This design comes from an exercise in tuning for small area on the open sky130 flow, not from production work. In this exercise RTL edits were held to simulation tests only and were not proved equivalent to the original. Power figures rest on the tool's default switching activity, not on a simulated workload.

== run a ==
==> flow/design.v (excerpt) <==
module dot_product_TOP (in_vector_1, in_vector_2, clk, out_scalar);
  input [56:0] in_vector_1;
  input [56:0] in_vector_2;
  input clk;
  output [18:0] out_scalar;
  wire [18:0] prod_x, prod_y, prod_z;
  wire [18:0] sum;
  reg [18:0] stage1_x, stage1_y, stage1_z;
  reg [18:0] stage2_out;
  dot_product_stage_1 STAGE1 (.stage1_in_1(in_vector_1), .stage1_in_2(in_vector_2),
                              .stage1_out_x(prod_x), .stage1_out_y(prod_y), .stage1_out_z(prod_z));
  always @(posedge clk) begin
    stage1_x <= prod_x;
    stage1_y <= prod_y;
    stage1_z <= prod_z;
  end
  dot_product_stage_2 STAGE2 (.stage2_in_1(stage1_x), .stage2_in_2(stage1_y),
                              .stage2_in_3(stage1_z), .stage2_out(sum));
  always @(posedge clk)
    stage2_out <= sum;
  assign out_scalar = stage2_out;
endmodule
export LEC_CHECK = 0
export CAP_MARGIN = 20
export CORE_MARGIN = 2
export CORE_UTILIZATION = 40
export SLEW_MARGIN = 20
export SYNTH_HIERARCHICAL = 1
export SYNTH_MINIMUM_KEEP_SIZE = 0
create_clock -name core_clock -period 10.0 [get_ports {clk}]
run.sh (not shown) runs the stock make flow with config.mk's settings and CLKGATE_MAP_FILE= SYNTH_SCRIPT=/design/flow/synth_recipe.tcl, a recipe that flattens the netlist after the stock synthesis.
Modified inputs, run b compared to run a
Settings: changing CORE_UTILIZATION from 40 to 70.
==> flow/flow/run.sh (new file) <==
#!/bin/bash
# The standard layout, with the port buffers of a chosen cell.
set -euo pipefail
export BUFFER_PORTS_ARGS="-buffer_cell sky130_fd_sc_hd__buf_4"
bash standard.sh > standard.log 2>&1
==> flow/standard.sh (new file) <==
#!/bin/bash
# synth_recipe.tcl (not shown) runs the flow's synth.tcl, then flattens the netlist and writes it again
# the make line also repeats each setting of config.mk as NAME=value (left out here)
make -C /OpenROAD-flow-scripts/flow DESIGN_CONFIG=/design/flow/config.mk WORK_HOME=/design/flow/orfs CLKGATE_MAP_FILE= SYNTH_SCRIPT=/design/flow/synth_recipe.tcl "${@:-finish}"
removed: flow/run.sh
==> run notes <==
- Going from run a to run b, critical path data arrival time now sits higher; final-layout clock-cell area share now sits higher.
- From run a to run b the numbers moved as follows: clock share of power rose 0.6 points; part of the cycle the worst path needs rose 0.61 points; minimum period implied by the final worst setup slack rose 0.062 ns.
- The run showing the smaller switching share of power is run b.
- Run b completed every stage of the flow, and the final layout passed the timing, design-rule and antenna checks.
- Of run b and run a, the lower critical path depth belongs to run b.
- Comparing run b and run a, area of all placed cells without fillers is lower on run b.
- Run b consumes less power than run a does.

== main ==
Another version of the RTL of dot_product_TOP (not shown whole).
Size in the first run: about 2500 cells after synthesis, roughly 59 flip-flops, about 130 I/O pins.
==> flow/config.mk <==
export PLATFORM = sky130hd
export DESIGN_NAME = dot_product_TOP
export DESIGN_NICKNAME = dot_product_TOP
export VERILOG_FILES = /design/flow/design.v
export SDC_FILE = /design/flow/constraint.sdc
export NUM_CORES = 4
export LEC_CHECK = 0
export CAP_MARGIN = 0
export CORE_MARGIN = 2
export CORE_UTILIZATION = 70
export GPL_TIMING_DRIVEN = 0
export SLEW_MARGIN = 0
export SYNTH_HIERARCHICAL = 1
export SYNTH_MINIMUM_KEEP_SIZE = 0
==> flow/constraint.sdc <==
create_clock -name core_clock -period 10.0 [get_ports {clk}]
set_input_delay 2.0000 -clock core_clock [delete_from_list [all_inputs] [get_ports {clk}]]
set_output_delay 2.0000 -clock core_clock [all_outputs]
set_load 0.01 [all_outputs]
standard.sh (not shown) runs the stock make flow with config.mk's settings and CLKGATE_MAP_FILE= SYNTH_SCRIPT=/design/flow/synth_recipe.tcl, a recipe that flattens the netlist after the stock synthesis.
==> flow/flow/run.sh <==
#!/bin/bash
# The standard layout with: buf_1 port buffers, synthesis buffers removed at
# floorplan (placement is not timing driven), and a clock tree of clkbuf_4
# without dummy loads.
set -euo pipefail
export BUFFER_PORTS_ARGS="-buffer_cell sky130_fd_sc_hd__buf_1"
export REMOVE_ABC_BUFFERS=1
export CTS_ARGS="-sink_clustering_enable -repair_clock_nets -dont_use_dummy_load -buf_list sky130_fd_sc_hd__clkbuf_4"
bash standard.sh > standard.log 2>&1
Here is what was changed in the inputs of the feature branch compared with main.
# main
export LEC_CHECK = 0
export CAP_MARGIN = 0
export CORE_MARGIN = 2
export CORE_UTILIZATION = 70
export GPL_TIMING_DRIVEN = 0
export SLEW_MARGIN = 0
export SYNTH_HIERARCHICAL = 1
export SYNTH_MINIMUM_KEEP_SIZE = 0
create_clock -name core_clock -period 10.0 [get_ports {clk}]
# the feature branch
export LEC_CHECK = 0
export CAP_MARGIN = 0
export CORE_MARGIN = 2
export CORE_UTILIZATION = 85
export GPL_TIMING_DRIVEN = 0
export SLEW_MARGIN = 0
export SYNTH_HIERARCHICAL = 1
export SYNTH_MINIMUM_KEEP_SIZE = 0
create_clock -name core_clock -period 10.0 [get_ports {clk}]
### Flow results
- Looking at setup slack, the feature branch sits 0.089 ns lower than main does.
- The feature branch ended up with fewer standard cells than main.
- The feature branch: area of the die lower than main
- Between main and the feature branch, fraction of area in multi-input gates increased.
- From main to the feature branch the numbers moved as follows: hold slack went up; final clock period utilization by the worst path went up.
- The via count reported for the feature branch is higher than the one for main.
- On the feature branch: post-detailed-route via-to-cell ratio is 10% higher than what main gave.
- In the metrics for main and the feature branch, the one carrying the higher total wire length after detailed routing is the feature branch.

[separate check: timing with driven ports]
How much do the figures lean on ideal ports? The routed layouts below were timed once more, with nothing changed but the port constraints. Step 1, drivers: a clkbuf_16 drives clk and a buf_2 each remaining input, both assumed. Step 2 also shifts input and output timing later by t, the mid clock arrival at the registers, as if the neighbouring blocks saw the same clock. Slacks: ideal / step 1 / step 2; pairs: ideal / step 1.
| run | shift t [ns] | setup slack, ns | worst setup path at the end | cell pins on the clock port's net |
|---|---|---|---|---|
| run a | 0.375 | 0.477 / 0.477 / 0.313 | input to register | 1 |
| run b | 0.373 | 0.415 / 0.415 / 0.415 | register to register | 1 |
| main | 0.417 | 0.291 / 0.291 / -0.084 | input to register | 1 |
| the feature branch | 0.421 | 0.203 / 0.192 / -0.229 | input to register | 1 |
With both steps, setup timing fails in main and the feature branch, where it was met with ideal ports. The setup slack of the feature branch, which loses most, moves by -0.011 ns with the drivers and by -0.432 ns with both steps.
